Background: an optimization exercise with open tools, aiming at small area. Do not read the settings as production practice.
Only simulation tests tie the RTL to the original design; equivalence was not proved.
Power and IR drop assume default switching activity.

File: flow/design.v
module cbc_dig(clk,rst_n,RX_A,RX_C,TX_C,CH_A,CH_B,dst,eep_rd_data,eep_addr,eep_cs_n,eep_r_w_n,chrg_pmp_en);
input clk,rst_n;
input RX_A;
input RX_C;
output TX_C;
output CH_A;
output CH_B;
output [13:0] dst;
input [13:0] eep_rd_data;
output [1:0] eep_addr;
output eep_cs_n;
output eep_r_w_n;
output chrg_pmp_en;
wire rdyA, rdyC;
wire [7:0] rxA, rxC;
cbc_rx iRXA(.clk(clk), .rst_n(rst_n), .RX(RX_A), .rdy(rdyA), .rx_data(rxA));
cbc_rx iRXC(.clk(clk), .rst_n(rst_n), .RX(RX_C), .rdy(rdyC), .rx_data(rxC));
reg tlow;             
reg [5:0] high_byte;
reg vld1, vld2;       
always @(posedge clk, negedge rst_n)
  if (!rst_n) tlow <= 1'b0;
  else tlow <= tlow ^ rdyA;
always @(posedge clk)
  if (rdyA & ~tlow) high_byte <= rxA[5:0];
always @(posedge clk, negedge rst_n)
  if (!rst_n) vld1 <= 1'b0;
  else vld1 <= rdyA & tlow;
always @(posedge clk)
  vld2 <= vld1;
wire [13:0] Xmeas = {high_byte, rxA};
localparam C_IDLE  = 3'd0;
localparam C_SENDH = 3'd1;
localparam C_SENDM = 3'd2;
localparam C_RSPHB = 3'd3;    
localparam C_RSPHI = 3'd4;    
localparam C_RSPLB = 3'd5;    
localparam C_RSPLI = 3'd6;    
localparam C_DONE  = 3'd7;
reg [2:0] cst;
reg frm_rdy;
reg cok;             
reg [3:0] ch;        
reg [5:0] cmid;      
wire snd_rsp, clr_rdy;
wire [13:0] Xset;
wire txbusy = (cst == C_RSPHB) | (cst == C_RSPLB);
reg [9:0] tbaud;
reg [10:0] tsr;
wire tbaud_full = ~tbaud[0] & tbaud[2] & ~tbaud[3] & ~tbaud[4] & tbaud[5] & tbaud[6] &
                  ~tbaud[7] & tbaud[8] & ~tbaud[9];
wire tshft = txbusy & tbaud_full;
wire tx_end = txbusy & ~|tsr[10:1];     
wire trmt_h = (cst == C_SENDM) & snd_rsp;
wire trmt_l = (cst == C_RSPHI);
always @(posedge clk, negedge rst_n)
  if (!rst_n) cst <= C_IDLE;
  else case (cst)
    C_IDLE:  if (rdyC) cst <= C_SENDH;
    C_SENDH: if (rdyC) cst <= C_SENDM;
    C_SENDM: if (snd_rsp) cst <= C_RSPHB;
    C_RSPHB: if (tx_end) cst <= C_RSPHI;
    C_RSPHI: cst <= C_RSPLB;
    C_RSPLB: if (tx_end) cst <= C_RSPLI;
    C_RSPLI: cst <= C_DONE;
    default: cst <= C_IDLE;
  endcase
always @(posedge clk)
  if ((cst == C_SENDM) & rdyC) frm_rdy <= 1'b1;
  else if ((cst == C_IDLE) | ((cst == C_SENDM) & clr_rdy) |
           (((cst == C_RSPHB) | (cst == C_RSPHI)) & clr_rdy)) frm_rdy <= 1'b0;
always @(posedge clk)
  if ((cst == C_IDLE) & rdyC) begin
    ch <= rxC[3:0];
    cok <= ~|rxC[7:4];
  end else if ((cst == C_SENDH) & rdyC) begin
    cmid <= rxC[5:0];
    cok <= cok & ~|rxC[7:6];
  end
wire c_newx  = cok & (ch == 4'b1100);
wire c_start = cok & (ch == 4'b0011);
wire c_wrt   = cok & (ch[3:2] == 2'b10);
wire c_read  = cok & (ch[3:2] == 2'b01);
wire [13:0] cfg = {cmid, rxC};
reg tfirst;
always @(posedge clk, negedge rst_n)
  if (!rst_n) tfirst <= 1'b1;
  else if (tx_end) tfirst <= 1'b0;
always @(posedge clk)
  if (txbusy) tbaud <= tbaud_full ? 10'd0 : {tbaud[8:0], ~(tbaud[9] ^ tbaud[6])};
  else tbaud <= {9'd0, ~tfirst};
always @(posedge clk)
  if (trmt_h) tsr <= {2'b11, 2'b00, res[13:8], 1'b0};
  else if (trmt_l) tsr <= {2'b11, Xset[7:0], 1'b0};
  else if (tshft) tsr <= {1'b0, tsr[10:1]};
assign TX_C = tsr[0] | ~txbusy;
assign dst = cfg;
localparam LD_Xset   = 4'b0000;
localparam Pmult     = 4'b0001;
localparam Imult     = 4'b0010;
localparam Dmult     = 4'b0011;
localparam Wait_vld  = 4'b0100;
localparam Calc_err  = 4'b0101;
localparam SumErrS   = 4'b0110;
localparam Iadd      = 4'b0111;
localparam DmultPrep = 4'b1000;
localparam Dadd      = 4'b1001;
localparam PrevErr   = 4'b1010;
localparam XSET      = 4'b1011;
localparam Clear_PWM = 4'b1100;
localparam CMDINTR   = 4'b1101;
localparam Write_EEP = 4'b1110;
localparam CMDloop   = 4'b1111;
reg [3:0] st;
reg in_CMS;
reg [3:0] cnt;
wire fin = cnt[3] & ~cnt[2] & ~cnt[1] & ~cnt[0];
wire cnt0 = ~|cnt;
wire mult = (st[3:2] == 2'b00) & (st[1:0] != 2'b00);
wire step = mult & ~fin;
reg [12:0] pcnt;     
wire [12:0] pcy;     
assign pcy[0] = 1'b1;
genvar gp;
generate for (gp = 0; gp < 12; gp = gp + 1) begin : g_pinc
  assign pcy[gp+1] = pcy[gp] & pcnt[gp];
end endgenerate
reg [13:0] Duty;
wire pz = ~|pcnt;
wire eep_done = Duty[7] & Duty[5] & Duty[3] & Duty[1] & Duty[0] &
                pcnt[12] & pcnt[11] & pcnt[10] & pcnt[7] & pcnt[6];
wire s_ld   = (st == LD_Xset);
wire s_calc = (st == Calc_err);
wire s_sum  = (st == SumErrS);
wire s_iadd = (st == Iadd);
wire s_dprep= (st == DmultPrep);
wire s_dadd = (st == Dadd);
wire s_xset = (st == XSET);
wire s_clr  = (st == Clear_PWM);
wire s_cmd  = (st == CMDINTR);
wire s_wre  = (st == Write_EEP);
wire cmd_wrt  = s_cmd & in_CMS & c_wrt;
wire cmd_read = s_cmd & in_CMS & c_read;
assign snd_rsp = s_xset | (s_cmd & ~cmd_wrt) | (s_wre & eep_done);
assign clr_rdy = s_xset | s_cmd;
wire wrt_duty = s_dadd | s_clr;
assign eep_cs_n = ~((st[3:2] == 2'b00) | cmd_wrt | cmd_read);
assign eep_r_w_n = ~(st[3] & ch[3]);
assign eep_addr = st[3] ? ch[1:0] : st[1:0];
assign chrg_pmp_en = s_wre | cmd_read;
always @(posedge clk, negedge rst_n)
  if (!rst_n) st <= LD_Xset;
  else case (st)
    LD_Xset:   st <= Wait_vld;
    Wait_vld:  if (vld2) st <= Calc_err;
    Calc_err:  st <= Pmult;
    Pmult:     if (fin) st <= SumErrS;
    SumErrS:   st <= Imult;
    Imult:     if (fin) st <= Iadd;
    Iadd:      st <= DmultPrep;
    DmultPrep: st <= Dmult;
    Dmult:     if (fin) st <= Dadd;
    Dadd:      st <= PrevErr;
    PrevErr:   if (frm_rdy) st <= c_newx ? XSET : Clear_PWM;
               else st <= Wait_vld;
    XSET:      st <= Wait_vld;
    Clear_PWM: st <= CMDINTR;
    CMDINTR:   st <= cmd_wrt ? Write_EEP : CMDloop;
    Write_EEP: if (eep_done) st <= CMDloop;
    CMDloop:   if (frm_rdy) st <= CMDINTR;
  endcase
always @(posedge clk, negedge rst_n)
  if (!rst_n) in_CMS <= 1'b0;
  else if (s_cmd & c_start) in_CMS <= 1'b1;
always @(posedge clk)
  if (!mult) cnt <= 4'd0;
  else cnt <= {cnt[2:0], ~(cnt[3] ^ cnt[2])};
reg [13:0] Xset_r, SumErr, PreErr, A;
reg [14:0] R;
reg [2:0] E;
assign Xset = Xset_r;
wire q0 = R[0];
wire qm1 = R[14];
wire bnz = q0 ^ qm1;
wire bsub = q0 & ~qm1;
wire s17_pos = ~A[13] & (A[12:10] != 3'b000);
wire s17_neg = A[13] & (A[12:10] != 3'b111);
wire [13:0] s17 = s17_pos ? 14'h1FFF : s17_neg ? 14'h2000 : {A[10:0], E};
wire stp0  = step & cnt0;
wire a_A   = step & ~cnt0;
wire a_s17 = mult & fin;
wire a_xm  = s_calc | s_iadd;
wire a_R   = s_sum | s_dprep;
wire a_cfg = s_xset;
wire b_eep = (step & bnz) | s_ld | cmd_read;
wire b_xs  = s_calc | s_iadd;
wire b_se  = s_sum;
wire b_pe  = s_dprep;
wire b_du  = (mult & fin & st[1]) | s_dadd | (s_wre & ~eep_done);
wire b_k   = (s_cmd & ~cmd_read & ~cmd_wrt) | (s_wre & eep_done);
wire sub   = (step & bsub) | s_calc | s_iadd | s_dprep | (s_dadd & Duty[13]) |
             (s_cmd & ~cmd_read & ~cmd_wrt & ~c_start);
wire [13:0] opa = ({14{a_A}} & A) | ({14{a_s17}} & s17) | ({14{a_xm}} & Xmeas) |
                  ({14{a_R}} & R[13:0]) | ({14{a_cfg}} & cfg);
wire [13:0] opb = ({14{b_eep}} & eep_rd_data) | ({14{b_xs}} & Xset_r) |
                  ({14{b_se}} & SumErr) | ({14{b_pe}} & PreErr) |
                  ({14{b_du}} & Duty) | ({14{b_k}} & 14'h0A5A);
wire cin = sub | (s_wre & pz);
wire [13:0] opb_x = opb ^ {14{sub}};
wire [9:0] cy;
assign cy[0] = cin;
genvar gi;
generate for (gi = 0; gi < 9; gi = gi + 1) begin : g_add
  assign cy[gi+1] = (opa[gi] & opb_x[gi]) | (cy[gi] & (opa[gi] ^ opb_x[gi]));
end endgenerate
wire [14:9] c0, c1;
assign c0[9] = 1'b0;
assign c1[9] = 1'b1;
generate for (gi = 9; gi < 14; gi = gi + 1) begin : g_sel
  assign c0[gi+1] = (opa[gi] & opb_x[gi]) | (c0[gi] & (opa[gi] ^ opb_x[gi]));
  assign c1[gi+1] = (opa[gi] & opb_x[gi]) | (c1[gi] & (opa[gi] ^ opb_x[gi]));
end endgenerate
wire [13:0] sum = opa ^ opb_x ^ {(cy[9] ? c1[13:9] : c0[13:9]), cy[8:0]};
wire ovf = cy[9] ? (c1[14] ^ c1[13]) : (c0[14] ^ c0[13]);
wire [13:0] res = ovf ? {opa[13], {13{~opa[13]}}} : sum;
always @(posedge clk) begin
  A <= {res[13], res[13:1]};
  E <= {res[0], E[2:1]};
end
always @(posedge clk)
  if (s_calc | s_sum | s_iadd | s_dprep) R <= {1'b0, res};
  else R <= {R[0], R[14:1]};
always @(posedge clk)
  if (s_ld) SumErr <= 14'd0;
  else if (s_sum) SumErr <= res;
always @(posedge clk)
  if (s_ld) PreErr <= 14'd0;
  else if (s_dprep) PreErr <= R[13:0];
always @(posedge clk)
  if (s_ld | snd_rsp) Xset_r <= res;
always @(posedge clk)
  if ((mult & fin) | s_wre | cmd_wrt) Duty <= res;
reg [12:0] magnitude;
reg sign, pon;
reg mv;
always @(posedge clk, negedge rst_n)
  if (!rst_n) mv <= 1'b0;
  else if (wrt_duty) mv <= 1'b1;
always @(posedge clk)
  if (wrt_duty) magnitude <= sum[12:0];
always @(posedge clk)
  if (wrt_duty) sign <= Duty[13];
always @(posedge clk)
  if (wrt_duty | s_cmd) pcnt <= 13'd0;
  else pcnt <= pcnt ^ pcy[12:0];
always @(posedge clk, negedge rst_n)
  if (!rst_n) pon <= 1'b0;
  else if (wrt_duty | (magnitude == pcnt)) pon <= 1'b0;
  else if (pz & (magnitude != 13'd0) & mv) pon <= 1'b1;
assign CH_A = pon & ~sign;
assign CH_B = pon & sign;
endmodule
module cbc_rx(clk, rst_n, RX, rdy, rx_data);
input clk, rst_n, RX;
output rdy;
output reg [7:0] rx_data;
reg A, d, B, busy;
reg [9:0] baud;
reg [3:0] bitc;
wire shift = ~baud[0] & ~baud[1] & baud[3] & ~baud[4] & ~baud[5] & baud[6] &
             baud[7] & ~baud[8] & baud[9];    
wire bit8 = bitc[2] & ~bitc[1] & ~bitc[0];     
always @(posedge clk, negedge rst_n)
  if (!rst_n) begin A <= 1'b0; d <= 1'b0; B <= 1'b0; end
  else begin A <= RX; d <= A; B <= d; end
reg first;
always @(posedge clk, negedge rst_n)
  if (!rst_n) first <= 1'b1;
  else if (rdy) first <= 1'b0;
always @(posedge clk)
  if (busy) baud <= shift ? 10'd0 : {baud[8:0], ~(baud[9] ^ baud[6])};
  else baud <= {9'd0, ~first};
always @(posedge clk, negedge rst_n)
  if (!rst_n) busy <= 1'b0;
  else if (busy) busy <= ~bit8;
  else busy <= ~d & B;
always @(posedge clk)
  if (!busy) bitc <= 4'd0;
  else if (shift) bitc <= {bitc[2:0], ~(bitc[3] ^ bitc[2])};
always @(posedge clk)
  if (shift) rx_data <= {d, rx_data[7:1]};
assign rdy = busy & bit8;
endmodule
File: flow/flow/run.sh
#!/bin/bash
# Layout flow: the standard flow (standard.sh, synthesis unchanged) with
# the synthesis buffers removed before placement, single-drive port buffers
# and a clock tree without dummy loads.
export REMOVE_ABC_BUFFERS=1
export BUFFER_PORTS_ARGS="-buffer_cell sky130_fd_sc_hd__buf_1"
export CTS_ARGS="-sink_clustering_enable -repair_clock_nets -dont_use_dummy_load -buf_list sky130_fd_sc_hd__clkbuf_4 -sink_clustering_size 9 -sink_clustering_max_diameter 55"
bash standard.sh > standard.log 2>&1
status=$?
tail -40 standard.log
exit $status
File: flow/standard.sh
#!/bin/bash
# synth_recipe.tcl (not shown) runs the flow's synth.tcl, then flattens the netlist and writes it again
# the make line also repeats each setting of config.mk as NAME=value (left out here)
make -C /OpenROAD-flow-scripts/flow DESIGN_CONFIG=/design/flow/config.mk WORK_HOME=/design/flow/orfs CLKGATE_MAP_FILE= SYNTH_SCRIPT=/design/flow/synth_recipe.tcl "${@:-finish}"
File: flow/config.mk
export PLATFORM = sky130hd
export DESIGN_NAME = cbc_dig
export DESIGN_NICKNAME = cbc_dig
export VERILOG_FILES = /design/flow/design.v
export SDC_FILE = /design/flow/constraint.sdc
export NUM_CORES = 4
export LEC_CHECK = 0
export CAP_MARGIN = 0
export CORE_MARGIN = 2
export CORE_UTILIZATION = 70
export GPL_TIMING_DRIVEN = 0
export SLEW_MARGIN = 0
File: flow/constraint.sdc
create_clock -name core_clock -period 10.0 [get_ports {clk}]
set_input_delay 2.0000 -clock core_clock [delete_from_list [all_inputs] [get_ports {clk}]]
set_output_delay 2.0000 -clock core_clock [all_outputs]
set_load 0.01 [all_outputs]
==> impl_results.md, run 1 <==
- Crit. path cell count: 22
- Setup Total Neg Slack: 0 ps
- Flop pwr share: 0.647
- Die width: 122.2 um
- Fmax: 106.6 MHz
- Critical Path AT: 9940 ps
- Final ANT Viol Nets: 0
- Postcts setup bufs: 0
- Mapped Area: 9781 um2
- Clk_skew: 50.70 ps
- DR iter-0 viols: 1,044
- Layout cell share with drive strength beyond 1: 0.06618
- Final HPWL DP: 17.85 mm
- Flop and latch count out of synthesis: ~230
- Top Ports: 40
- CTS Sinks: 225
- Combinational share of power: 0.098
- Reg2reg end: SumErr[10]
- Clock tree buffer depth: 3
- Final Hold Fails: 0
- Final WL: 24.86 mm
- 1st-pass router iterations: 9
- Worst setup startpoint: st[3]
- Pins over their slew limit: 0
- XOR/XNOR Fraction of Synth Area: 0.03492
- Hold Buf Count CTS: 0
- CTS tree: done
- Mux cell area share after synthesis: 0.01484
- Commonest register cell after synthesis: dfxtp_1
- CP Launch Type: flip-flop
- First-pass GRT wire length: 38.43 mm
- Clock latency on the worst-skew pair: 680 ps
- RePlAce Congestion: approximately 0.96
- Int Pwr: 1221 uW
- Compound-Gate Fraction of Synth Area: 0.1330
- Delay-heaviest family, CP: adder cells
- RSZ-0062 raised after global routing: false
- Largest family of logic cells by synthesized area: simple AND/OR/NAND/NOR gates
- Cells after Synth: between 900 and 1,000
- Nets: 1,008
- Cts bufs inserted: 29
- Port Buf Inserts: 39
- H-tree depth: 1
- Worst hold margin: 353.8 ps
- WP data required: 10,560 ps
- Simple-Gate Fraction of Synth Area: 0.1753
- Area grow syn2layout: 4.861%
- Overall routing resource usage: 0.3409
- Via count: 7,364
- Status: timing/DRC/antenna clean
- Worst R2R Path Depth: 22
- Largest net degree at the start of global routing: 30
- Clock Power Share: 0.256
- Placeable Area: around 14,000 um2
- Synth warn: 2
- Max Cap Viol: 0
- Total Power: 1627 uW
- Final period util: 0.9382
- Clock-pin slew on the worst setup and hold paths: 110 ps
- Hold Crit Class: flip-flop to flip-flop
- Sw Ratio: 0.2497
- Initial antenna violation count: 0
- Die area: about 15,000 um2
- Vias in the first global route: 7,222
- R2R Setup Slk: 620 ps
- Via-to-Cell Ratio: 6.500
- Post-synthesis adder-cell area fraction: 0.05296
- Global route overflow: 0
- Peak VDD IR: 189.2 uV
- Crit path cell chain: nor2b_1 -> nand2_1 -> o21ai_1 -> a222oi_1 -> and3_1 -> fa_1 -> fa_1 -> fa_1 -> fa_1 -> fa_1 -> fa_1 -> fa_1 -> inv_1 -> fa_1 -> fa_1 -> nor2_1 -> nand3_1 -> o211a_1 -> o211a_1 -> mux2i_1 -> inv_1 -> a22o_1
- Tmin final: 9382 ps
- Post-synth cell types: 63
- Crit path kind: flip-flop to flip-flop
- Initial Util: 0.7101
- Avg Cell Area, Syn: 10.56 um2
- Slowest CP cell: o21ai_1
- CTS Root Cell: clkbuf_4
- CP max stage delay: 790 ps
- Sequential area share after synthesis: 0.5556
- Slew HR: 0.09920
- Die Y: 122.2 um
- Crit path max fanout: 22
- Buf/Inv on CP: 2
- Power per cell area: 158.6 nW/um2
- Drt wl/cell: 21.94 um
- Post-CTS Resized: 0
- Slew of the pin with the lowest slew margin: around 1400 ps
- Critical R2R Launch: st[3]
- Remaining DRCs: 0
- Most used cell, CP: fa_1
- NetSw: 406.2 uW
- Final Setup Violations: 0
- Crit. End Element: flip-flop
- Row count: 43
- Post-synth EDFFs: 81
- CP Capture Point: SumErr[10]
- FFs w/ async S/R, synth: 0.1022
- Fillers: 972
- Lkg Pwr: 0.004035 uW
==> cell usage in the layout (no fill, tap or decap), types with 4 or more instances in the layout <==
| master | synthesis | layout |
|---|---|---|
| a211oi_1 | 10 | 10 |
| buf_1 | 4 | 38 |
| o21ai_0 | 42 | 41 |
| nand3_1 | 26 | 26 |
| a311oi_2 | 7 | 7 |
| a21oi_1 | 39 | 38 |
| nand4_1 | 16 | 16 |
| nor4_1 | 8 | 8 |
| and2_1 | 23 | 23 |
| dfrtp_1 | 20 | 20 |
| edfxtp_1 | 81 | 81 |
| o211ai_1 | 4 | 4 |
| xnor2_1 | 22 | 22 |
| clkbuf_4 | 0 | 29 |
| inv_1 | 33 | 33 |
| mux2i_1 | 10 | 10 |
| and3_1 | 21 | 21 |
| nand2b_1 | 6 | 6 |
| xor2_1 | 17 | 17 |
| or2_2 | 6 | 6 |
| nor3_1 | 9 | 9 |
| fa_1 | 9 | 9 |
| ha_1 | 27 | 27 |
| dfxtp_1 | 121 | 121 |
| nand2_1 | 132 | 132 |
| a31oi_1 | 5 | 5 |
| nor2b_1 | 24 | 24 |
| nor2_1 | 67 | 64 |
| a21boi_0 | 6 | 6 |
| o311ai_0 | 7 | 7 |
| a222oi_1 | 27 | 27 |
==> power by group through the flow <==
stage               sequential [uW]  clock [uW]  combinational, uW
detailed placement             1070           0                159
CTS                            1050         418                160
global placement               1070           0                149
finish                         1050         416                159
floorplan                      1060           0                125
global route                   1060         451                183
==> metal layers <==
| layer | part of all wire | global-route usage | vias to the layer above |
|---|---|---|---|
| met5 | 0 | 0 | - |
| met3 | 0.093 | 0.07210 | 80 |
| met4 | 0.047 | 0.1516 | 0 |
| met1 | 0.39 | 0.4418 | 3502 |
| met2 | 0.47 | 0.5545 | 399 |
| li1 | - | - | 3383 |
==> cells by family (layout without fill, tap and decap cells) <==
kind of cell	count (synthesis)	count (layout)
xor+xnor	39	39
mux	14	14
fa+ha+maj	36	36
simple gates	354	354
flops	225	225
buf+inv	80	106
compound gates	178	178
other cells	0	1
==> metrics by stage <==
step                area (um2)  setup WS, ps    util  cells
floorplan                 9582          1838       -    880
CTS                      10240         461.6  0.7436   1132
detailed placement       10020         639.0  0.7278   1103
finish                   10260         618.1  0.7446   1133
global route             10250         157.6  0.7445   1132
global placement          9953        -431.4  0.7227   1099
==> cell type report <==
class                   instances  area, um2  area share
flip-flops and latches        225       5434      0.5298
multi-input cells             621       4040      0.3939
well taps                     180      225.2     0.02196
clock buffers                  29      217.7     0.02123
diodes                          1      2.502   0.0002440
inverters                      34      127.6     0.01244
repair buffers                 43      209.0     0.02037
==> worst min path at each step <==
| stage | to | cells past startpoint | from |
|---|---|---|---|
| after global placement | vld2 | 0 | vld1 |
| final | vld2 | 0 | vld1 |
| after global routing | vld2 | 0 | vld1 |
| after floorplan | vld2 | 0 | vld1 |
| after CTS | E[0] | 0 | E[1] |
| after detailed placement | E[0] | 0 | E[1] |
==> synthesized netlist by cell type, types with 9 or more instances <==
master,instances,share of area
a211oi_1,10,0.0077
a21oi_1,39,0.020
a222oi_1,27,0.028
and2_1,23,0.015
and3_1,21,0.013
buf_2,15,0.0077
clkbuf_1,25,0.0096
dfrtp_1,20,0.051
dfxtp_1,121,0.25
edfxtp_1,81,0.25
fa_1,9,0.018
ha_1,27,0.035
inv_1,33,0.013
mux2i_1,10,0.010
nand2_1,132,0.051
nand3_1,26,0.013
nand4_1,16,0.010
nor2_1,67,0.026
nor2b_1,24,0.015
nor3_1,9,0.0046
o21ai_0,42,0.021
xnor2_1,22,0.020
xor2_1,17,0.015
==> sequential cells by signal (all words and copies together), names as in the netlist, 11 cells and up <==
signal and cells:
pcnt 13, Xset_r 14, SumErr 14, R 15
PreErr 14, magnitude 13, tsr 11, Duty 14
A 13
==> run 2: changes to the inputs <==
--- a/flow/config.mk
+++ b/flow/config.mk
@@ -9,4 +9,5 @@
 export CORE_MARGIN = 2
 export CORE_UTILIZATION = 70
 export GPL_TIMING_DRIVEN = 0
+export PLACE_DENSITY = 0.9
 export SLEW_MARGIN = 0
==> impl_results.md, run 2 <==
- Crit. End Element: flip-flop
- Crit path max fanout: 22
- Die Y: between 100 and 150 um
- Cell taking the most area after synthesis: edfxtp_1
- First-pass GRT wire length: 35.96 mm
- Final period util: 0.9227
- Hold Crit Depth: 0
- Clock latency on the worst-skew pair: 670 ps
- Post-synth top area share: 0.2487
- Worst setup startpoint: st[3]
- Top Ports: 40
- Clk_skew: 25.06 ps
- Fmax: 108.4 MHz
- Max Cap Viol: 0
- Setup Total Neg Slack: 0 ps
- Commonest non-fill, non-tap cell in the layout: nand2_1
- Die width: about 120 um
- Clock tree buffer depth: 3
- Final Setup Violations: 0
- Slew of the pin with the lowest slew margin: 1383 ps
- Cell Area, Placed: 9982 um2
- Vias in the first global route: 6,823
- Die area: approximately 15,000 um2
- Final core occ: 0.7416
- Row count: between 40 and 50
- Tmin final: slightly above 9000 ps
- Mapped Area: 9781 um2
- Status: timing/DRC/antenna clean
- RSZ-0062 raised after global routing: false
- Hold Crit Class: flip-flop to flip-flop
- Biggest register: R
- Post-synth EDFFs: 81
- CTS Root Cell: clkbuf_4
- Peak VDD IR: approximately 160 uV
- Synth warn: 2
- Clock-pin slew on the worst setup and hold paths: approximately 90 ps
- Fillers: 974
- Postcts setup bufs: 0
- Hold Buf Count CTS: 0
- Synth top area cells: edfxtp_1 25%, dfxtp_1 25%, dfrtp_1 5.1%, nand2_1 5.1%, ha_1 3.5%
- Area grow syn2layout: 4.426%
- Initial antenna violation count: 0
- DR iter-0 viols: between 900 and 1,000
- Final Hold Fails: 0
- Port Buf Inserts: 39
- Final Non-Filler Cells: 1,130
- Synth cell count leaders: 132 x nand2_1, 121 x dfxtp_1, 81 x edfxtp_1
- Via count: 7,358
- Overall routing resource usage: 0.3153
- Placeable Area: 13,770 um2
- Power per cell area: 158.1 nW/um2
- Global route overflow: 0
- Drt wl/cell: about 20 um
- Via-to-Cell Ratio: approximately 6.5
- Cells after Synth: 926
- Layout cell share with drive strength beyond 1: 0.06322
- Post-route cell area: 10,210 um2
- Nets: 1,005
- Flop and latch count out of synthesis: 225
- Remaining DRCs: 0
- Crit path kind: flip-flop to flip-flop
- HP Start: vld1
- Largest register FFs: 15
- Pins over their slew limit: 0
- Worst R2R Path Depth: 22
- Cts bufs inserted: 28
- Final HPWL DP: 16.14 mm
- Slew HR: 0.07204
- CTS tree: done
- Lkg Pwr: 0.004014 uW
- Largest net degree at the start of global routing: 41
- CP Launch Type: flip-flop
- Most frequent cells in the layout: 132 x nand2_1, 121 x dfxtp_1, 81 x edfxtp_1
- WP data required: 10,560 ps
- 1st-pass router iterations: 8
- Count leader, synth: nand2_1
- Avg Cell Area, Syn: 10.56 um2
- Final ANT Viol Nets: 0
- Initial Util: 0.7101
- Post-synth cell types: 63
- Post-CTS Resized: 0
- Critical Path AT: 9780 ps
- FFs w/ async S/R, synth: 0.1022
- Placed Instances: 1,100
- CTS Sinks: 225
- RePlAce Congestion: 0.9206
- Final WL: 22.78 mm
- H-tree depth: 1
- Critical R2R Launch: st[3]
- Commonest register cell after synthesis: dfxtp_1
- Sequential area share after synthesis: 0.5556
==> run 2: logic make-up after synthesis <==
family / share of synthesized area
and+or+nand+nor: 0.1753
DFF: 0.5556
AOI/OAI and AO/OA: 0.1330
buffers and inverters: 0.03339
xor gates and xnor gates: 0.03492
adders and majority gates: 0.05296
muxes: 0.01484
==> run 2: per-layer routing <==
metal	share of wire	vias to the layer above	GRT usage	wire [um]
li1	-	3376	-	-
met1	0.39	3467	0.4271	8972
met2	0.47	426	0.5094	10660
met3	0.095	89	0.05431	2160
met4	0.043	0	0.1243	980
met5	0	-	0	0
==> run 2: critical path: stages (launching register included) <==
cell and delay (ps):
dfrtp_1 740, nor2b_1 640, nand2_1 650, o21ai_1 770
a222oi_1 200, and3_1 260, fa_1 420, fa_1 480
fa_1 490, fa_1 470, fa_1 470, fa_1 460
fa_1 430, inv_1 90, fa_1 210, fa_1 290
nor2_1 70, nand3_1 120, o211a_1 240, o211a_1 660
mux2i_1 510, inv_1 210, a22o_1 240
==> run 2: power by group <==
part           internal (uW)  switching (uW)  total [uW]
sequential              1010            38.6        1050
clock                    128             275         403
combinational           76.4            85.2         162
==> run 2: worst paths after layout <==
path | endpoint | slack [ps]
worst min register to register | vld2 | 350
min in group asynchronous | st[2] | 1340
worst max register to register | SumErr[10] | 770
worst min-delay path | vld2 | 350
worst max-delay path | SumErr[10] | 770
max in group asynchronous | cst[2] | 8240
==> run 2: final cells by class <==
| cell class | count | area [um2] | share of cell area |
|---|---|---|---|
| clock buffers | 28 | 210.2 | 0.02058 |
| flip-flops and latches | 225 | 5434 | 0.5320 |
| multi-input cells | 621 | 4044 | 0.3959 |
| diodes | 1 | 2.502 | 0.0002450 |
| inverters | 34 | 127.6 | 0.01250 |
| repair buffers | 41 | 170.2 | 0.01666 |
| well taps | 180 | 225.2 | 0.02205 |
==> run 2: per-stage QoR <==
| stage | hold slack [ps] | setup slack, ps | total power [uW] |
|---|---|---|---|
| CTS | 351.4 | 393.6 | 1620 |
| global placement | 328.2 | 37.73 | 1220 |
| global route | 358.4 | 361.6 | 1689 |
| finish | 348.0 | 772.7 | 1615 |
| floorplan | 324.2 | 1838 | 1184 |
| detailed placement | 329.3 | 501.3 | 1232 |
==> run 3: changes to the inputs <==
==> flow/flow/run.sh (replaced) <==
#!/bin/bash
# Layout flow: the standard flow (standard.sh, synthesis unchanged) with
# the synthesis buffers removed before placement, single-drive port buffers
# and a clock tree without dummy loads.
export REMOVE_ABC_BUFFERS=1
export BUFFER_PORTS_ARGS="-buffer_cell sky130_fd_sc_hd__buf_1"
export CTS_ARGS="-sink_clustering_enable -repair_clock_nets -dont_use_dummy_load -buf_list {sky130_fd_sc_hd__clkbuf_2 sky130_fd_sc_hd__clkbuf_4} -sink_clustering_size 9 -sink_clustering_max_diameter 55"
bash standard.sh > standard.log 2>&1
status=$?
tail -40 standard.log
exit $status
--- a/flow/config.mk
+++ b/flow/config.mk
@@ -9,5 +9,4 @@
 export CORE_MARGIN = 2
 export CORE_UTILIZATION = 70
 export GPL_TIMING_DRIVEN = 0
-export PLACE_DENSITY = 0.9
 export SLEW_MARGIN = 0
==> impl_results.md, run 3 <==
- Row count: 43
- Slowest CP cell: o21ai_1
- Max Cap Viol: 0
- FFs w/ async S/R, synth: 0.1022
- Slew of the pin with the lowest slew margin: 1351 ps
- Die Y: 122.2 um
- Reg2reg end: SumErr[10]
- Final HPWL DP: approximately 18 mm
- Fmax: 106.6 MHz
- Combinational share of power: 0.098
- Largest net degree at the start of global routing: 30
- HP Start: vld1
- Drt wl/cell: 21.94 um
- Worst R2R Path Depth: 22
- Post-synth cell types: 63
- Critical Path AT: 9940 ps
- Flop pwr share: 0.647
- Power per cell area: between 150 and 200 nW/um2
- H-tree depth: 1
- Crit path kind: flip-flop to flip-flop
- Sequential area share after synthesis: 0.5556
- Avg Cell Area, Syn: 10.56 um2
- Final period util: 0.9382
- Sw Ratio: 0.2497
- Largest register FFs: 15
- Remaining DRCs: 0
- CTS Sinks: approximately 230
- Most frequent cells in the layout: 132 x nand2_1, 121 x dfxtp_1, 81 x edfxtp_1
- Vias in the first global route: between 7,000 and 8,000
- Synth cell count leaders: 132 x nand2_1, 121 x dfxtp_1, 81 x edfxtp_1
- Crit path cell chain: nor2b_1 -> nand2_1 -> o21ai_1 -> a222oi_1 -> and3_1 -> fa_1 -> fa_1 -> fa_1 -> fa_1 -> fa_1 -> fa_1 -> fa_1 -> inv_1 -> fa_1 -> fa_1 -> nor2_1 -> nand3_1 -> o211a_1 -> o211a_1 -> mux2i_1 -> inv_1 -> a22o_1
- Clock Power Share: 0.256
- Clock tree buffer depth: 3
- CTS tree: done
- CTS Root Cell: clkbuf_4
- Clock-pin slew on the worst setup and hold paths: between 100 and 150 ps
- RePlAce Congestion: 0.9568
- Final WL: 24.86 mm
- Synth top area cells: edfxtp_1 25%, dfxtp_1 25%, dfrtp_1 5.1%, nand2_1 5.1%, ha_1 3.5%
- Cts bufs inserted: 29
- R2R Setup Slk: 620 ps
- Int Pwr: 1221 uW
- Peak VDD IR: 189.2 uV
- RSZ-0062 raised after global routing: false
- Die width: between 100 and 150 um
- Most used cell, CP: fa_1
- Top Ports: 40
- Commonest register cell after synthesis: dfxtp_1
- Biggest register: R
- CP max stage delay: 790 ps
- Clock latency on the worst-skew pair: 680 ps
- Post-synth top area share: 0.2487
- Initial antenna violation count: 0
- Cells after Synth: 926
- Via-to-Cell Ratio: around 6.5
- Critical R2R Launch: st[3]
- Overall routing resource usage: 0.3409
- Placeable Area: 13,770 um2
- NetSw: between 400 and 500 uW
- Nets: 1,008
- Die area: 14,930 um2
- First-pass GRT wire length: 38.43 mm
- Crit path max fanout: 22
- Global route overflow: 0
- Slew HR: 0.09920
- Count leader, synth: nand2_1
- Place WS: roughly 640 ps
- Port Buf Inserts: 39
- Slack of the critical path: 618.1 ps
- Status: timing/DRC/antenna clean
- Initial Util: 0.7101
- Crit. End Element: flip-flop
- Hold Crit Class: flip-flop to flip-flop
- Area grow syn2layout: 4.861%
- Setup Total Neg Slack: 0 ps
- DR iter-0 viols: 1,044
- 1st-pass router iterations: 9
- Hold Crit Depth: 0
- Tmin final: 9382 ps
- Clk_skew: 50.70 ps
- WHS Endpoint: vld2
- Pins over their slew limit: 0
- Final Non-Filler Cells: approximately 1,100
- Via count: roughly 7,400
- Met2 Track Usage GR: 0.5545
- Final Setup Violations: 0
- Synth warn: 2
- WP data required: ~11,000 ps
- Final ANT Viol Nets: 0
- Met1 Track Usage GR: 0.4418
- Flop and latch count out of synthesis: roughly 230
- Cell taking the most area after synthesis: edfxtp_1
- Placed Instances: between 1,000 and 1,500
- Final Hold Fails: 0
- GRT busiest layer: met2
- Lkg Pwr: 0.004035 uW
- CP Launch Type: flip-flop
- Mapped Area: 9781 um2
- Commonest non-fill, non-tap cell in the layout: nand2_1
- Post-synth EDFFs: 81
- M3 GR Usage: 0.07210
- Layout cell share with drive strength beyond 1: 0.06618
[run 3: power groups by stage]
| stage | logic (uW) | registers (uW) | clock network (uW) |
|---|---|---|---|
| final | 159 | 1050 | 416 |
| after detailed placement | 159 | 1070 | 0 |
| after global placement | 149 | 1070 | 0 |
| after CTS | 160 | 1050 | 418 |
| after global routing | 183 | 1060 | 451 |
| after floorplan | 125 | 1060 | 0 |
[run 3: logic make-up after synthesis]
| kind of cell | count (synthesis) | synth area share |
|---|---|---|
| flip-flops | 225 | 0.5556 |
| AO/OA/AOI/OAI | 178 | 0.1330 |
| adder cells (fa/ha/maj) | 36 | 0.05296 |
| multiplexers | 14 | 0.01484 |
| buffers and inverters | 80 | 0.03339 |
| XOR/XNOR | 39 | 0.03492 |
| AND/OR/NAND/NOR | 354 | 0.1753 |
[run 3: worst max path at each step]
stage / endpoint / slack (ps) / cells past startpoint / startpoint
final: SumErr[10] / 620 / 22 / st[3]
after global routing: SumErr[10] / 160 / 22 / st[3]
after CTS: SumErr[12] / 460 / 20 / st[3]
after detailed placement: SumErr[12] / 640 / 20 / st[3]
after global placement: Xset_r[4] / -430 / 20 / st[3]
after floorplan: tsr[1] / 1840 / 20 / st[3]
[run 3: final cells by class]
cell class / count / area (um2)
fill: 972 / 3517
multi-input combinational: 621 / 4040
inverter: 34 / 127.6
timing repair buffer: 43 / 209.0
tap: 180 / 225.2
antenna: 1 / 2.502
clock buffer: 29 / 217.7
sequential: 225 / 5434
[run 3: critical path: cells and delay by family (launching register included)]
kind,cells,cell delay [ps]
mux,1,570
flops,1,740
compound gates,5,2110
buf+inv,2,300
simple gates,5,1860
fa+ha+maj,9,3650
[run 3: through the flow]
stage	hold WS (ps)	utilization	area, um2	total power, uW
floorplan	324.2	-	9582	1184
global placement	325.6	0.7227	9953	1214
detailed placement	333.4	0.7278	10020	1231
CTS	353.7	0.7436	10240	1631
global route	366.0	0.7445	10250	1696
finish	353.8	0.7446	10260	1627
[run 3: what timing repair did]
item                       4_1_cts  5_1_grt
setup endpoints to repair        0        2
setup buffers                    0        0
resized for setup                0        1
hold buffers                     0        0
[run 3: routing by layer]
layer  wire (um)  vias up  share of wire
met5           0        -              0
met4        1159        0          0.047
met3        2314       80          0.093
met2       11610      399           0.47
met1        9775     3502           0.39
li1            -     3383              -
==> run 4: changes to the inputs <==
==> flow/flow/run.sh (replaced) <==
#!/bin/bash
# Layout flow: the standard flow (standard.sh) with its synthesis run
# first and unchanged; then, for placement onwards, the synthesis buffers are
# removed before placement, ports get single-drive buffers, the largest
# buffers are kept out of repair, and the clock tree is built without dummy
# loads.
bash standard.sh synth > synth.log 2>&1 || { tail -40 synth.log; exit 1; }
export REMOVE_ABC_BUFFERS=1
export BUFFER_PORTS_ARGS="-buffer_cell sky130_fd_sc_hd__buf_1"
export DONT_USE_CELLS="sky130_fd_sc_hd__buf_16 sky130_fd_sc_hd__buf_12 sky130_fd_sc_hd__buf_8"
export CTS_ARGS="-sink_clustering_enable -repair_clock_nets -dont_use_dummy_load -buf_list sky130_fd_sc_hd__clkbuf_4 -sink_clustering_size 9 -sink_clustering_max_diameter 55"
bash standard.sh > standard.log 2>&1
status=$?
tail -40 standard.log
exit $status
--- a/flow/config.mk
+++ b/flow/config.mk
@@ -9,4 +9,5 @@
 export CORE_MARGIN = 2
 export CORE_UTILIZATION = 70
 export GPL_TIMING_DRIVEN = 0
+export PLACE_DENSITY = 0.9
 export SLEW_MARGIN = 0
==> impl_results.md, run 4 <==
- Hold Crit Class: flip-flop to flip-flop
- Final HPWL DP: approximately 16 mm
- Biggest register: R
- Most frequent cells in the layout: 132 x nand2_1, 121 x dfxtp_1, 81 x edfxtp_1
- Overall routing resource usage: 0.3153
- Crit path max fanout: 22
- Largest register FFs: 15
- Slew of the pin with the lowest slew margin: around 1400 ps
- RePlAce Congestion: 0.9206
- CTS Root Cell: clkbuf_4
- Clk_skew: between 20 and 30 ps
- Flop pwr share: 0.650
- Synth top area cells: edfxtp_1 25%, dfxtp_1 25%, dfrtp_1 5.1%, nand2_1 5.1%, ha_1 3.5%
- Pins over their slew limit: 0
- FFs w/ async S/R, synth: 0.1022
- Slew HR: 0.07204
- H-tree depth: 1
- Int Pwr: 1217 uW
- Die Y: about 120 um
- Postcts setup bufs: 0
- Hold Buf Count CTS: 0
- Final Non-Filler Cells: 1,130
- First-pass GRT wire length: approximately 36 mm
- Largest net degree at the start of global routing: slightly above 40
- Die area: around 15,000 um2
- Most used cell, CP: fa_1
- Setup Total Neg Slack: 0 ps
- Clock-pin slew on the worst setup and hold paths: 90 ps
- Area grow syn2layout: 4.426%
- WP data required: 10,560 ps
- Crit. End Element: flip-flop
- Placed Instances: about 1,100
- Slowest CP cell: o21ai_1
- Layout cell share with drive strength beyond 1: 0.06322
- Crit path kind: flip-flop to flip-flop
- Post-synth top area share: 0.2487
- NetSw: 398.4 uW
- Tmin final: 9227 ps
- Remaining DRCs: 0
- Met2 WL: 10.66 mm
- Via count: 7,358
- Clock tree buffer depth: 3
- Post-CTS Resized: 0
- Clock latency on the worst-skew pair: 670 ps
- Met1 wire length: between 8 and 9 mm
- Vias in the first global route: 6,823
- Port Buf Inserts: 39
- Peak VDD IR: 160.6 uV
- Initial antenna violation count: 0
- Fmax: 108.4 MHz
- Cts bufs inserted: 28
- Cell taking the most area after synthesis: edfxtp_1
- Top Ports: 40
- Sequential area share after synthesis: 0.5556
- 1st-pass router iterations: 8
- Post-synth cell types: 63
- CTS tree: done
- Place WS: 501.3 ps
- Slack of the critical path: roughly 770 ps
- Mapped Area: 9781 um2
- Global route overflow: 0
- Final WL: 22.78 mm
- Sw Ratio: 0.2467
- Row count: 43
- RSZ-0062 raised after global routing: false
- Final period util: 0.9227
- Fillers: 974
- Commonest register cell after synthesis: dfxtp_1
- Die width: around 120 um
- CTS Sinks: 225
- Synth cell count leaders: 132 x nand2_1, 121 x dfxtp_1, 81 x edfxtp_1
- WL met3: about 2.2 mm
- Placeable Area: 13,770 um2
- DR iter-0 viols: 997
- Lkg Pwr: 0.004014 uW
- Synth warn: 2
- Critical Path AT: 9780 ps
- CP max stage delay: 770 ps
- Nets: 1,005
- Status: timing/DRC/antenna clean
- Power per cell area: 158.1 nW/um2
- Combinational share of power: 0.100
- Commonest non-fill, non-tap cell in the layout: nand2_1
- Final Setup Violations: 0
- CP Launch Type: flip-flop
- Max Cap Viol: 0
- Crit path cell chain: nor2b_1 -> nand2_1 -> o21ai_1 -> a222oi_1 -> and3_1 -> fa_1 -> fa_1 -> fa_1 -> fa_1 -> fa_1 -> fa_1 -> fa_1 -> inv_1 -> fa_1 -> fa_1 -> nor2_1 -> nand3_1 -> o211a_1 -> o211a_1 -> mux2i_1 -> inv_1 -> a22o_1
- Initial Util: 0.7101
- Post-synth EDFFs: 81
- Final ANT Viol Nets: 0
- Drt wl/cell: 20.16 um
- Via-to-Cell Ratio: 6.512
- Clock Power Share: 0.250
- Uppermost layer routed: met4
- Count leader, synth: nand2_1
- Avg Cell Area, Syn: 10.56 um2
- Flop and latch count out of synthesis: ~230
- Final Hold Fails: 0
- Cells after Synth: 926
## run 4: cell counts after synthesis
No cell type changed its count.
## run 4: cell families (layout without fill, tap and decap cells)
group           after synthesis  in the layout  share of synthesized area
xor+xnor                     39             39                    0.03492
fa+ha+maj                    36             36                    0.05296
compound gates              178            178                     0.1330
simple gates                354            354                     0.1753
other cells                   0              1                          0
flops                       225            225                     0.5556
buf+inv                      80            103                    0.03339
mux                          14             14                    0.01484
## run 4: metal layers
metal / up-vias / GRT usage
met5: - / 0
met4: 0 / 0.1243
met3: 89 / 0.05431
met2: 426 / 0.5094
met1: 3467 / 0.4271
li1: 3376 / -
## run 4: area by class of cell
cell class	instances	area (um2)	area share
inverters	34	127.6	0.01250
repair buffers	41	170.2	0.01666
clock buffers	28	210.2	0.02058
flip-flops and latches	225	5434	0.5320
well taps	180	225.2	0.02205
multi-input cells	621	4044	0.3959
diodes	1	2.502	0.0002450
## run 4: worst paths after layout
check                       from          to  slack, ps  cells after the start
setup reg to reg           st[3]  SumErr[10]        770                     22
hold reg to reg             vld1        vld2        350                      0
hold / removal              vld1        vld2        350                      0
min in group asynchronous  rst_n       st[2]       1340                      1
setup / recovery           st[3]  SumErr[10]        770                     22
max in group asynchronous  rst_n      cst[2]       8240                      1
## run 4: worst max-delay path: cells and delay by family (launching register included)
kind	cells	cell delay, ps
flip-flops	1	740
adder cells (fa/ha/maj)	9	3720
AO/OA/AOI/OAI	5	2110
multiplexers	1	510
AND/OR/NAND/NOR	5	1740
buffers and inverters	2	300
## run 4: power by group through the flow
stage          Sequential, uW  Combinational (uW)  Clock [uW]
2_1_floorplan            1060                 125           0
3_3_place_gp             1070                 153           0
3_5_place_dp             1070                 161           0
4_1_cts                  1050                 163         407
5_1_grt                  1060                 186         444
6_report                 1050                 162         403
## run 4: stage by stage
step / power [uW] / instance area (um2) / hold WS (ps) / util
floorplan: 1184 / 9582 / 324.2 / -
global placement: 1220 / 9953 / 328.2 / 0.7227
CTS: 1620 / 10190 / 351.4 / 0.7400
detailed placement: 1232 / 9982 / 329.3 / 0.7247
finish: 1615 / 10210 / 348.0 / 0.7416
global route: 1689 / 10210 / 358.4 / 0.7414
==> run 5: changes to the inputs <==
--- a/flow/design.v
+++ b/flow/design.v
@@ -82,13 +82,13 @@
 wire c_wrt   = cok & (ch[3:2] == 2'b10);
 wire c_read  = cok & (ch[3:2] == 2'b01);
 wire [13:0] cfg = {cmid, rxC};
-reg tfirst;
-always @(posedge clk, negedge rst_n)
-  if (!rst_n) tfirst <= 1'b1;
-  else if (tx_end) tfirst <= 1'b0;
+reg tseen;
+always @(posedge clk, negedge rst_n)
+  if (!rst_n) tseen <= 1'b0;
+  else if (tx_end) tseen <= 1'b1;
 always @(posedge clk)
   if (txbusy) tbaud <= tbaud_full ? 10'd0 : {tbaud[8:0], ~(tbaud[9] ^ tbaud[6])};
-  else tbaud <= {9'd0, ~tfirst};
+  else tbaud <= {9'd0, tseen};
 always @(posedge clk)
   if (trmt_h) tsr <= {2'b11, 2'b00, res[13:8], 1'b0};
   else if (trmt_l) tsr <= {2'b11, Xset[7:0], 1'b0};
@@ -256,7 +256,7 @@
 always @(posedge clk, negedge rst_n)
   if (!rst_n) pon <= 1'b0;
   else if (wrt_duty | (magnitude == pcnt)) pon <= 1'b0;
-  else if (pz & (magnitude != 13'd0) & mv) pon <= 1'b1;
+  else if (pz & mv) pon <= 1'b1;      
 assign CH_A = pon & ~sign;
 assign CH_B = pon & sign;
 endmodule
@@ -264,28 +264,27 @@
 input clk, rst_n, RX;
 output rdy;
 output reg [7:0] rx_data;
-reg A, d, B, busy;
+reg A, d, busy, seen;
 reg [9:0] baud;
 reg [3:0] bitc;
 wire shift = ~baud[0] & ~baud[1] & baud[3] & ~baud[4] & ~baud[5] & baud[6] &
              baud[7] & ~baud[8] & baud[9];    
 wire bit8 = bitc[2] & ~bitc[1] & ~bitc[0];     
-always @(posedge clk, negedge rst_n)
-  if (!rst_n) begin A <= 1'b0; d <= 1'b0; B <= 1'b0; end
-  else begin A <= RX; d <= A; B <= d; end
-reg first;
-always @(posedge clk, negedge rst_n)
-  if (!rst_n) first <= 1'b1;
-  else if (rdy) first <= 1'b0;
-always @(posedge clk)
-  if (busy) baud <= shift ? 10'd0 : {baud[8:0], ~(baud[9] ^ baud[6])};
-  else baud <= {9'd0, ~first};
+wire start = ~A & d;
+always @(posedge clk, negedge rst_n)
+  if (!rst_n) begin A <= 1'b0; d <= 1'b0; end
+  else begin A <= RX; d <= A; end
+always @(posedge clk, negedge rst_n)
+  if (!rst_n) seen <= 1'b0;
+  else if (rdy) seen <= 1'b1;
+always @(posedge clk)
+  if (busy & ~bit8) baud <= shift ? 10'd0 : {baud[8:0], ~(baud[9] ^ baud[6])};
+  else baud <= {~(seen | bit8), 9'd0};
 always @(posedge clk, negedge rst_n)
   if (!rst_n) busy <= 1'b0;
-  else if (busy) busy <= ~bit8;
-  else busy <= ~d & B;
-always @(posedge clk)
-  if (!busy) bitc <= 4'd0;
+  else busy <= (busy & ~bit8) | start;
+always @(posedge clk)
+  if (~busy | bit8) bitc <= 4'd0;
   else if (shift) bitc <= {bitc[2:0], ~(bitc[3] ^ bitc[2])};
 always @(posedge clk)
   if (shift) rx_data <= {d, rx_data[7:1]};
==> flow/flow/run.sh (replaced) <==
#!/bin/bash
# Layout flow: the standard flow (standard.sh, synthesis unchanged) with
# the synthesis buffers removed before placement, single-drive port buffers
# and a clock tree without dummy loads.
export REMOVE_ABC_BUFFERS=1
export BUFFER_PORTS_ARGS="-buffer_cell sky130_fd_sc_hd__buf_1"
export CTS_ARGS="-sink_clustering_enable -repair_clock_nets -dont_use_dummy_load -buf_list sky130_fd_sc_hd__clkbuf_4 -sink_clustering_size 9 -sink_clustering_max_diameter 55"
bash standard.sh > standard.log 2>&1
status=$?
tail -40 standard.log
exit $status
--- a/flow/config.mk
+++ b/flow/config.mk
@@ -7,7 +7,7 @@
 export LEC_CHECK = 0
 export CAP_MARGIN = 0
 export CORE_MARGIN = 2
-export CORE_UTILIZATION = 70
+export CORE_UTILIZATION = 65
 export GPL_TIMING_DRIVEN = 0
 export PLACE_DENSITY = 0.9
 export SLEW_MARGIN = 0
==> impl_results.md, run 5 <==
- CTS Sinks: around 220
- Post-CTS Resized: 0
- Die width: 126.6 um
- Largest net degree at the start of global routing: 36
- Clock-pin slew on the worst setup and hold paths: ~120 ps
- Global route overflow: 0
- Via count: between 7,000 and 8,000
- WHS Endpoint: E[1]
- Final WL: 22.38 mm
- Final Setup Violations: 0
- Port Buf Inserts: 39
- Critical Path AT: 9870 ps
- Crit path max fanout: 28
- Cells after Synth: 896
- Mapped Area: approximately 9800 um2
- Die area: 16,020 um2
- Critical R2R Launch: st[0]
- Count leader, synth: dfxtp_1
- Post-synth cell types: 78
- H-tree depth: 1
- RSZ-0062 raised after global routing: false
- Row count: between 40 and 50
- Initial Util: 0.6695
- WP data required: 10,430 ps
- Synth cell count leaders: 121 x dfxtp_1, 96 x nand2_1, 81 x edfxtp_1
- Hold Crit Class: flip-flop to flip-flop
- Nets: between 900 and 1,000
- Status: timing/DRC/antenna clean
- Fillers: 1,052
- Final HPWL DP: 16.08 mm
- Crit. End Element: flip-flop
- 1st-pass router iterations: 9
- Max Cap Viol: 0
- Clk_skew: 89.67 ps
- Initial antenna violation count: 1
- Hold Buf Count CTS: 0
- Die Y: 126.6 um
- Biggest register: R
- Avg Cell Area, Syn: 10.90 um2
- CP Launch Type: flip-flop
- Placed Instances: approximately 1,100
- Top Ports: 40
- Fmax: 106.0 MHz
- Drt wl/cell: about 20 um
- Crit path kind: flip-flop to flip-flop
- Area grow syn2layout: 4.368%
- Slack of the critical path: 565.0 ps
- CTS Root Cell: clkbuf_4
- Pins over their slew limit: 0
- HP Start: E[2]
- Synth top area cells: edfxtp_1 25%, dfxtp_1 25%, dfrtp_1 5.4%, nand2_1 3.7%, a21oi_1 3.0%
- Final Non-Filler Cells: 1,112
- Overall routing resource usage: 0.2822
- Final period util: 0.9435
- Setup Total Neg Slack: 0 ps
- Cts bufs inserted: 28
- Clock latency on the worst-skew pair: 690 ps
- Worst R2R Path Depth: 21
- Reg2reg end: tsr[4]
- Place WS: just under 800 ps
- R2R Setup Slk: 560 ps
- Post-synth top area share: 0.2490
- Worst hold margin: 353.1 ps
- Placeable Area: 14,590 um2
- Final Hold Fails: 0
- DR iter-0 viols: roughly 780
- FFs w/ async S/R, synth: 0.09417
- Layout cell share with drive strength beyond 1: 0.08522
- Power per cell area: 145.4 nW/um2
- Most frequent cells in the layout: 121 x dfxtp_1, 96 x nand2_1, 81 x edfxtp_1
- First-pass GRT wire length: 35.82 mm
- Flop and latch count out of synthesis: 223
- Largest register FFs: 15
- Commonest register cell after synthesis: dfxtp_1
- Vias in the first global route: 6,853
- CTS tree: done
- Slew of the pin with the lowest slew margin: 1250 ps
- Final ANT Viol Nets: 0
- Hold Crit Depth: 0
- Commonest non-fill, non-tap cell in the layout: dfxtp_1
- Cell taking the most area after synthesis: edfxtp_1
- Sequential area share after synthesis: 0.5509
- Lkg Pwr: 0.003893 uW
- RePlAce Congestion: ~0.96
- Synth warn: 2
- Peak VDD IR: around 130 uV
- Via-to-Cell Ratio: 6.408
- Tmin final: 9435 ps
- Slew HR: 0.1669
- Remaining DRCs: 0
- Post-synth EDFFs: 81
- Postcts setup bufs: 0
- Clock tree buffer depth: 3
[run 5: cell count changes after synthesis, moves of 12 or more]
cell,before,now
nand3_1,26,14
a222oi_1,27,12
a21oi_1,39,58
a22o_1,3,15
nor2_1,67,46
nand2_1,132,96
[run 5: worst max path at each step]
stage / slack [ps] / endpoint / startpoint
floorplan: 1530 / tsr[4] / st[1]
global placement: -360 / tsr[4] / st[1]
detailed placement: 770 / tsr[4] / st[0]
CTS: 790 / tsr[4] / st[0]
global route: 60 / tsr[4] / st[0]
finish: 560 / tsr[4] / st[0]
[run 5: cell families after synthesis]
logic type      count (synthesis)  share of synthesized area
simple gates                  301                     0.1622
flops                         223                     0.5509
compound gates                206                     0.1478
buf+inv                        77                    0.03664
xor+xnor                       42                    0.03766
fa+ha+maj                      32                    0.04791
mux                            15                    0.01691
[run 5: final cells by class]
cell class                 count  area [um2]  area share
timing repair buffer          42       181.4     0.01780
inverter                      38       142.6     0.01399
multi-input combinational    596        4046      0.3970
tap                          184       230.2     0.02259
antenna                        1       2.502   0.0002455
sequential                   223        5380      0.5278
clock buffer                  28       210.2     0.02062
[run 5: critical path: stages (launching register included)]
cell and delay, ps:
dfrtp_1 730, inv_1 400, nor3_4 1060, a311oi_1 80, nand2_1 750, xor2_1 230
fa_1 470, fa_1 470, fa_1 480, fa_1 470, fa_1 460, fa_1 460
fa_1 430, inv_1 90, fa_1 210, fa_1 280, nand2_1 150, a311oi_4 330
o21ai_2 150, o21ai_1 660, o21ai_1 410, a221o_1 440
[run 5: layer usage]
| metal | share of wire | routed length, um | track usage | vias to the layer above |
|---|---|---|---|---|
| li1 | - | - | - | 3312 |
| met5 | 0 | 0 | 0 | - |
| met3 | 0.095 | 2131 | 0.03965 | 74 |
| met1 | 0.39 | 8782 | 0.3822 | 3341 |
| met4 | 0.034 | 759 | 0.1008 | 0 |
| met2 | 0.48 | 10700 | 0.4690 | 399 |
[run 5: where the power goes]
| part | internal [uW] | leakage (uW) | switching, uW |
|---|---|---|---|
| Combinational | 34.8 | 0.00176 | 22.5 |
| Clock | 128 | 0.000129 | 279 |
| Sequential | 987 | 0.00200 | 31.5 |
[run 5: stage by stage]
stage	area [um2]	utilization	total power, uW
final	10190	0.6987	1483
after floorplan	9552	-	1074
after CTS	10180	0.6979	1486
after detailed placement	9972	0.6835	1096
after global routing	10190	0.6987	1536
after global placement	9928	0.6805	1091
==> run 6: changes to the inputs <==
--- a/flow/config.mk
+++ b/flow/config.mk
@@ -7,7 +7,7 @@
 export LEC_CHECK = 0
 export CAP_MARGIN = 0
 export CORE_MARGIN = 2
-export CORE_UTILIZATION = 65
+export CORE_UTILIZATION = 70
 export GPL_TIMING_DRIVEN = 0
 export PLACE_DENSITY = 0.9
 export SLEW_MARGIN = 0
==> impl_results.md, run 6 <==
- WP data required: around 10,000 ps
- CP max stage delay: 1010 ps
- Cell taking the most area after synthesis: edfxtp_1
- Via-to-Cell Ratio: 6.481
- Power per cell area: approximately 150 nW/um2
- RSZ-0062 raised after global routing: false
- Postcts setup bufs: 0
- Slew HR: 0.1434
- Remaining DRCs: 0
- Vias in the first global route: 6,935
- Post-synth top area share: 0.2490
- Area grow syn2layout: 4.253%
- Lkg Pwr: 0.003893 uW
- Fillers: between 900 and 1,000
- Crit. End Element: flip-flop
- Slew of the pin with the lowest slew margin: 1280 ps
- Synth top area cells: edfxtp_1 25%, dfxtp_1 25%, dfrtp_1 5.4%, nand2_1 3.7%, a21oi_1 3.0%
- Port Buf Inserts: 39
- 1st-pass router iterations: 8
- Status: timing/DRC/antenna clean
- Slack of the critical path: 551.5 ps
- Global route overflow: 0
- Final period util: 0.9448
- CTS Root Cell: clkbuf_4
- Die Y: 122.1 um
- Synth warn: 2
- Cts bufs inserted: 28
- Critical Path AT: 9830 ps
- Flop and latch count out of synthesis: 223
- Place WS: about 740 ps
- Synth cell count leaders: 121 x dfxtp_1, 96 x nand2_1, 81 x edfxtp_1
- Tmin final: 9448 ps
- CTS tree: done
- Max Cap Viol: 0
- Row count: 43
- Top Ports: 40
- Die width: 122.1 um
- Largest register FFs: 15
- Drt wl/cell: 20.51 um
- Clk_skew: 53.12 ps
- Initial Util: 0.7091
- Commonest register cell after synthesis: dfxtp_1
- Placeable Area: 13,770 um2
- Final WL: 22.75 mm
- Overall routing resource usage: 0.3152
- Mapped Area: 9767 um2
- RePlAce Congestion: 0.9189
- Nets: 980
- Most used cell, CP: fa_1
- Crit path kind: flip-flop to flip-flop
- Post-CTS Resized: 0
- Biggest register: R
- Buf/Inv on CP: 2
- Slowest CP cell: nor3_4
- Die area: between 10,000 and 15,000 um2
- Most frequent cells in the layout: 121 x dfxtp_1, 96 x nand2_1, 81 x edfxtp_1
- Clock tree buffer depth: 3
- Final HPWL DP: 16.30 mm
- Initial antenna violation count: 2
- First-pass GRT wire length: 35.89 mm
- Crit path max fanout: 28
- Post-synth EDFFs: 81
- DR iter-0 viols: 896
- Count leader, synth: dfxtp_1
- Final Non-Filler Cells: roughly 1,100
- H-tree depth: 1
- Layout cell share with drive strength beyond 1: 0.08405
- Delay-heaviest family, CP: adder cells
- Commonest non-fill, non-tap cell in the layout: dfxtp_1
- Clock latency on the worst-skew pair: 650 ps
- Hold Buf Count CTS: 0
- Hold Crit Class: flip-flop to flip-flop
- Fmax: 105.8 MHz
- FFs w/ async S/R, synth: 0.09417
- Sequential area share after synthesis: 0.5509
- Pins over their slew limit: 0
- Placed Instances: ~1,100
- Crit path cell chain: inv_1 -> nor3_4 -> a311oi_1 -> nand2_1 -> xor2_1 -> fa_1 -> fa_1 -> fa_1 -> fa_1 -> fa_1 -> fa_1 -> fa_1 -> inv_1 -> fa_1 -> fa_1 -> nand2_1 -> a311oi_4 -> o21ai_2 -> o21ai_1 -> o21ai_1 -> a221o_1
- Largest net degree at the start of global routing: 36
- Via count: a little over 7,000
- Avg Cell Area, Syn: 10.90 um2
- Peak VDD IR: between 100 and 150 uV
- Post-synth cell types: 78
- Final Setup Violations: 0
- CP Launch Type: flip-flop
- Cells after Synth: between 800 and 900
- Clock-pin slew on the worst setup and hold paths: between 100 and 150 ps
- Final Hold Fails: 0
- CTS Sinks: about 220
- Final ANT Viol Nets: 0
==> run 6: cell count changes in the layout (fill, tap and decap cells not counted) <==
cell,before,now
buf_4,0,1
nor2_1,45,46
nor3_1,16,17
buf_6,3,2
nor3_2,4,3
nor2_2,3,2
buf_2,0,1
==> run 6: layout make-up <==
class | count | area (um2) | area share
sequential | 223 | 5380 | 0.5284
multi-input combinational | 596 | 4039 | 0.3967
tap | 180 | 225.2 | 0.02212
clock buffer | 28 | 210.2 | 0.02064
timing repair buffer | 43 | 182.7 | 0.01794
inverter | 38 | 142.6 | 0.01401
antenna | 1 | 2.502 | 0.0002458
==> run 6: worst register-to-register path, delay by kind of cell, from the launching register on <==
family	cells	cell delay (ps)
AOI/OAI and AO/OA	6	2210
buffers and inverters	2	480
and+or+nand+nor	3	1880
DFF	1	720
xor gates and xnor gates	1	210
adders and majority gates	9	3730
==> run 6: logic make-up after synthesis <==
group,share of synthesized area
XOR/XNOR,0.03766
buffers and inverters,0.03664
multiplexers,0.01691
flip-flops,0.5509
AO/OA/AOI/OAI,0.1478
adder cells (fa/ha/maj),0.04791
AND/OR/NAND/NOR,0.1622
==> run 6: routing by layer <==
metal,vias to the layer above,part of all wire,GRT usage,routed length (um)
li1,3301,-,-,-
met1,3420,0.38,0.4081,8608
met2,410,0.49,0.5349,11190
met3,54,0.10,0.05758,2274
met4,2,0.029,0.1114,663
met5,-,0.00057,0,13
==> run 6: report_power, final <==
part	switching (uW)	total [uW]	internal, uW
clock	276	404	129
sequential	33.8	1020	987
combinational	26.0	60.9	34.9
total	336	1490	1150
==> run 6: stage by stage <==
stage | setup TNS, ps | cell area, um2 | hold WS [ps] | total power, uW | util
5_1_grt | 0 | 10180 | 358.7 | 1542 | 0.7393
2_1_floorplan | 0 | 9552 | 324.2 | 1074 | -
3_3_place_gp | -1199 | 9923 | 325.9 | 1091 | 0.7205
4_1_cts | 0 | 10170 | 352.8 | 1489 | 0.7386
6_report | 0 | 10180 | 357.8 | 1486 | 0.7393
3_5_place_dp | 0 | 9963 | 331.3 | 1098 | 0.7234
==> run 6: final timing paths <==
kind                       start  endpoint  slack (ps)  depth (start not counted)
max in group asynchronous  rst_n       pon        8170                          1
max reg2reg                st[0]    tsr[4]         550                         21
min in group asynchronous  rst_n    cst[1]        1370                          1
max                        st[0]    tsr[4]         550                         21
min                         E[1]      E[0]         360                          0
min reg2reg                 E[1]      E[0]         360                          0

afterwards: timing with drivers on the ports:
No port has a modelled driver above. Below, the same layouts with a new extraction and two added sets of constraints.
Step 1, drivers: a clkbuf_16 drives clk and a buf_2 each remaining input, both assumed.
Step 2 times the ports against the registers' clock, not the clock port: input delays grow and output delays shrink by t, the midpoint of the rising clock arrivals with the driver on.
Slacks: no drivers / after step 1 / after step 2; pairs: no drivers / after step 1.
run | t (ns) | slack for setup (ns) | worst setup path after step 2 | clock arrival spread, ns
run 1 | 0.691 | 0.618 / 0.618 / 0.618 | register to register | 0.056 / 0.056
run 2 | 0.688 | 0.773 / 0.773 / 0.773 | register to register | 0.025 / 0.025
run 3 | 0.691 | 0.618 / 0.618 / 0.618 | register to register | 0.056 / 0.056
run 4 | 0.688 | 0.773 / 0.773 / 0.773 | register to register | 0.025 / 0.025
run 5 | 0.685 | 0.565 / 0.565 / 0.565 | register to register | 0.090 / 0.090
run 6 | 0.662 | 0.552 / 0.552 / 0.552 | register to register | 0.054 / 0.054
After both steps setup and hold are still met in every run listed.
